From an optimization exercise on the open Yosys and OpenROAD flow, aimed at small area and a short achievable clock period; shortcuts taken in it are not production practice. Only simulation tests tie the RTL to the original design; equivalence was not proved. Power and IR drop assume default switching activity.

## mac
module mac
  ( input                       clk
  , input                       xrst
  , input                       out_en
  , input                       accum_we
  , input                       reset
  , input  signed [DWIDTH-1:0]  x
  , input  signed [DWIDTH-1:0]  w
  , output signed [DWIDTH-1:0]  y
  );
Size in the first run: roughly 1100 cells after synthesis, ~150 flip-flops, about 10000 µm² of cells after synthesis.
clock: 6.0 ns
lec_check: 0
cap_margin: 20
core_margin: 2
core_utilization: 70
cts_buf_list: sky130_fd_sc_hd__clkbuf_8
cts_cluster_size: 30
setup_slack_margin: 3.65
slew_margin: 20
tns_end_percent: 100
standard.sh (not shown) runs the stock make flow with config.mk's settings and CLKGATE_MAP_FILE= SYNTH_SCRIPT=/design/flow/synth_recipe.tcl, a recipe that flattens the netlist after the stock synthesis.
==> flow/flow/run.sh <==
#!/bin/bash
# The standard layout (standard.sh: the standard flow's synthesis and ORFS flow) with these make settings:
# the port buffers are plain buffers (buf_2) instead of the delay buffer that buffer_ports
# picks by default. All output goes to standard.log in the work folder; ORFS also keeps its
# per-step logs under orfs/logs.
set -euo pipefail
bash standard.sh BUFFER_PORTS_ARGS="-buffer_cell sky130_fd_sc_hd__buf_2"  finish > standard.log 2>&1
Change:
--- a/flow/flow/run.sh
+++ b/flow/flow/run.sh
@@ -7 +7 @@
-bash standard.sh BUFFER_PORTS_ARGS="-buffer_cell sky130_fd_sc_hd__buf_2"  finish > standard.log 2>&1
+bash standard.sh BUFFER_PORTS_ARGS="-buffer_cell sky130_fd_sc_hd__buf_2" ADDER_MAP_FILE= finish > standard.log 2>&1
--- a/flow/config.mk
+++ b/flow/config.mk
@@ -10 +10 @@
-export CORE_UTILIZATION = 70
+export CORE_UTILIZATION = 60
@@ -13 +13 @@
-export SETUP_SLACK_MARGIN = 3.65
+export SETUP_SLACK_MARGIN = 3.5
@@ -15 +14,0 @@
-export TNS_END_PERCENT = 100
The new run completed without violations.
Sequential cell count does not change.
Utilization came out lower by 11 points.
Register-to-register slack got worse by 0.24 ns.
Sequential power came out higher by about 7%.
Routed wire length came out higher by 15%.
Setup slack got worse by 0.24 ns.
Count of clock-buffer cells in the layout came out lower by 4.
Clock power is about the same.
Change:
--- a/flow/flow/run.sh
+++ b/flow/flow/run.sh
@@ -7 +7 @@
-bash standard.sh BUFFER_PORTS_ARGS="-buffer_cell sky130_fd_sc_hd__buf_2" ADDER_MAP_FILE= finish > standard.log 2>&1
+bash standard.sh BUFFER_PORTS_ARGS="-buffer_cell sky130_fd_sc_hd__buf_2"  finish > standard.log 2>&1
--- a/flow/config.mk
+++ b/flow/config.mk
@@ -10 +10 @@
-export CORE_UTILIZATION = 60
+export CORE_UTILIZATION = 70
@@ -13 +13,3 @@
-export SETUP_SLACK_MARGIN = 3.5
+export GPL_ROUTABILITY_DRIVEN = 0
+export GPL_TIMING_DRIVEN = 1
+export SETUP_SLACK_MARGIN = 3.6
Clock power decreases by 6.1%.
Count of clock-buffer cells in the layout rises by 3.
Sequential share of layout area rose by 1.1 points.
Die area is lower by 17%.
Sequential power went down by about 7%.
First-iteration DRC count decreases by 3.9%.
Final area fell by about 4%.
Cell count goes down by 10%.

========
Starting RTL as in the previous note.
// mac
module mac
  ( input                       clk
  , input                       xrst
  , input                       out_en
  , input                       accum_we
  , input                       reset
  , input  signed [DWIDTH-1:0]  x
  , input  signed [DWIDTH-1:0]  w
  , output signed [DWIDTH-1:0]  y
  );
clock: 6.0 ns
lec_check: 0
cap_margin: 20
core_margin: 2
core_utilization: 70
cts_buf_list: sky130_fd_sc_hd__clkbuf_8
cts_cluster_size: 30
setup_slack_margin: 3.7
slew_margin: 20
==> flow/flow/run.sh <==
#!/bin/bash
# The standard layout (standard.sh: the standard flow's synthesis and ORFS flow) with these make settings:
# the port buffers are plain buffers (buf_2) instead of the delay buffer that buffer_ports
# picks by default. All output goes to standard.log in the work folder; ORFS also keeps its
# per-step logs under orfs/logs.
set -euo pipefail
bash standard.sh BUFFER_PORTS_ARGS="-buffer_cell sky130_fd_sc_hd__buf_2"  finish > standard.log 2>&1
The starting point ran to the end with no violations.
==> next run, changes <==
CORE_UTILIZATION = 60   (was 70)
SETUP_SLACK_MARGIN = 3.5   (was 3.7)
Global-route usage goes down by 2.5 points.
Die area came out higher by about a fifth.
Power fell by a few percent.
Combinational power is lower by roughly a tenth.
Non-clock buffer count goes down by 22.
Sequential share of layout area is about the same.
Synthesized cell count stays the same.
Wire length shrinks slightly.
Final area goes down by a few percent.
==> next run, changes <==
CORE_UTILIZATION = 70   (was 60)
SETUP_SLACK_MARGIN = 3.6   (was 3.5)
Result: The changed run went through all stages and came out clean. Wire length drops by 3.8%. Utilization climbs by 9.9 points. Cell count drops by 2.5%. Worst setup slack improves by 0.080 ns. Flip-flop and latch count does not change. Clock skew drops by 0.0038 ns. Via count drops by 0.54%. Maximum frequency climbs by 3.5%.
==> next run, changes <==
CORE_UTILIZATION = 80   (was 70)
SETUP_SLACK_MARGIN = 3.8   (was 3.6)
After rerunning:
- fmax drops by 4.4%
- combinational power goes up by 20%
- worst setup slack loses 0.11 ns

========
Starting RTL as in the previous note.
Settings: LEC_CHECK=0, CAP_MARGIN=20, CORE_MARGIN=2, CORE_UTILIZATION=65, CTS_BUF_LIST=sky130_fd_sc_hd__clkbuf_8, CTS_CLUSTER_SIZE=30, SETUP_SLACK_MARGIN=3.65, SLEW_MARGIN=20; clock period 6.0 ns.
Scripts as last shown in full above: flow/flow/run.sh
Next try:
Settings changed: CORE_UTILIZATION 65 to 70, PLACE_DENSITY from default to 0.8, SETUP_SLACK_MARGIN 3.65 to 3.6.
Cell count went down by a few percent.
Clock-buffer cell count came out higher by 1.
Setup slack degrades by 0.036 ns.
Wire length went up by a few percent.
Next try:
Settings changed: CORE_UTILIZATION 70 to 60, PLACE_DENSITY 0.8 to default, SETUP_SLACK_MARGIN 3.6 to 3.3.
Outcome: Total power shrinks by 6.0%. Global-route usage shrinks by 4.2 points. Cell area shrinks by 1.2%. Non-clock buffer count shrinks by 3. Sequential power is about the same. Fmax shrinks by 9.3%. Area after synthesis is unchanged.
Next try:
Settings changed: SETUP_SLACK_MARGIN 3.3 to 3.4.
Worst setup slack improved by 0.089 ns.
Global-route usage hardly moves.
Synthesized cell count does not change.
Total power rises by 0.34%.
Count of clock-buffer cells in the layout does not change.
Register-to-register slack improved by 0.09 ns.
Clock skew is about the same.
Clock power is about the same.
Wire length barely changes.
Non-clock buffer count stays the same.
Critical path depth rises by 1.

========
## job 9806
mac again, from the RTL that the note above started with.
Settings: LEC_CHECK=0, CAP_MARGIN=20, CORE_MARGIN=2, CORE_UTILIZATION=70, CTS_BUF_LIST=sky130_fd_sc_hd__clkbuf_8, CTS_CLUSTER_SIZE=30, PLACE_DENSITY=0.7, SETUP_SLACK_MARGIN=3.6, SLEW_MARGIN=20; clock period 6.0 ns.
Scripts as last shown in full above: flow/flow/run.sh
For job 7487, these inputs were changed with respect to job 9806:
- PLACE_DENSITY removed (was 0.7)
- SETUP_SLACK_MARGIN changed from 3.6 to 3.55
[summary]
Job 7487 | stages: all done | timing, DRC, antenna: all pass. Of the two candidates, job 9806 has the better HPWL after detailed placement and job 7487 the worse one. Changes observed in job 7487 relative to job 9806: post-synth design cell area about even; wire length rose 1.2%; headroom to the max-slew limit rose 0.98 points; final worst hold slack fell 0.014 ns.
--- input diff job 7487..job 7334 ---
- an added PLACE_DENSITY of 0.8
- a change of SETUP_SLACK_MARGIN from 3.55 to 3.6
- a change of CTS_BUF_LIST from sky130_fd_sc_hd__clkbuf_8 to sky130_fd_sc_hd__clkbuf_4
### Flow results
[compare] base=job 7487 new=job 7334: iteration count of the initial detailed-routing pass increased by 3 relative to the old numbers; wire length of the first global-routing pass saw an increase; area overhead of the layout relative to synthesis has remained practically unchanged; part of the power in registers level. Compared with job 7487, job 7334 shows a higher final-layout clock buffer total. The final layout from job 7334, which completed every stage, passed the timing, DRC and antenna checks at the end of the flow. Status: layout buffering overhead excluding clock cells parity (job 7487, job 7334). | met2 routed wirelength | job 7334 vs job 7487 | 3.1% higher |. On final instance count without filler cells, job 7334 and job 7487 are neck and neck.
Here is what was changed in the inputs of job 2866 compared with job 7334.
- a change of CTS_BUF_LIST from sky130_fd_sc_hd__clkbuf_4 to sky130_fd_sc_hd__clkbuf_8
- a change of SETUP_SLACK_MARGIN from 3.6 to 3.65
- a deleted PLACE_DENSITY that had been 0.8
### Flow results
Job 2866 completed every stage of the flow, and the final layout passed the timing, DRC and antenna checks. Clock power ends up higher on job 2866. Job 2866 against job 7334: power picked up an extra about 1.3%, design area picked up an extra 1.2%, final period demand of the worst path lost 0.054 ns, slack of the critical path picked up an extra 0.054 ns, cell count picked up an extra 4.

==> separate check: timing with driven ports <==
No port has a modelled driver above. Below, the same layouts with a new extraction and two added sets of constraints.
Step 1: set_driving_cell puts a clkbuf_16 on clk and a buf_2 on each other input, an assumption about the parent block.
Step 2 moves the port delays by t, midway between the first and last clock arrival at a register: inputs arrive t later, outputs are due t later. That takes back most of the time a late clock gives input paths.
a / b / c = no drivers / after step 1 / after step 2; a / b = the first two.
| run | t (ns) | setup WS [ns] | worst slew at a driven data input, ns |
|---|---|---|---|
| the first run of note 1 | 0.482 | 3.726 / 3.726 / 3.535 | 0.03 |
| the second run of note 1 | 0.483 | 3.481 / 3.481 / 3.447 | 0.03 |
| the third run of note 1 | 0.488 | 3.705 / 3.705 / 3.509 | 0.03 |
| the first run of note 2 | 0.489 | 3.732 / 3.732 / 3.538 | 0.03 |
| the second run of note 2 | 0.491 | 3.624 / 3.624 / 3.513 | 0.03 |
| the third run of note 2 | 0.488 | 3.705 / 3.705 / 3.509 | 0.03 |
| the fourth run of note 2 | 0.502 | 3.599 / 3.599 / 3.468 | 0.04 |
| the first run of note 3 | 0.488 | 3.727 / 3.727 / 3.529 | 0.03 |
| the second run of note 3 | 0.500 | 3.691 / 3.691 / 3.518 | 0.03 |
| the third run of note 3 | 0.499 | 3.454 / 3.454 / 3.454 | 0.03 |
| the fourth run of note 3 | 0.501 | 3.543 / 3.543 / 3.516 | 0.03 |
| job 9806 | 0.488 | 3.705 / 3.705 / 3.509 | 0.03 |
| job 7487 | 0.486 | 3.675 / 3.675 / 3.539 | 0.03 |
| job 7334 | 0.564 | 3.672 / 3.672 / 3.551 | 0.03 |
| job 2866 | 0.482 | 3.726 / 3.726 / 3.535 | 0.03 |
After both steps every run listed still meets setup and hold. The setup slack of the first run of note 3, which loses most, moves by 0.000 ns with the drivers and by -0.198 ns with both steps.
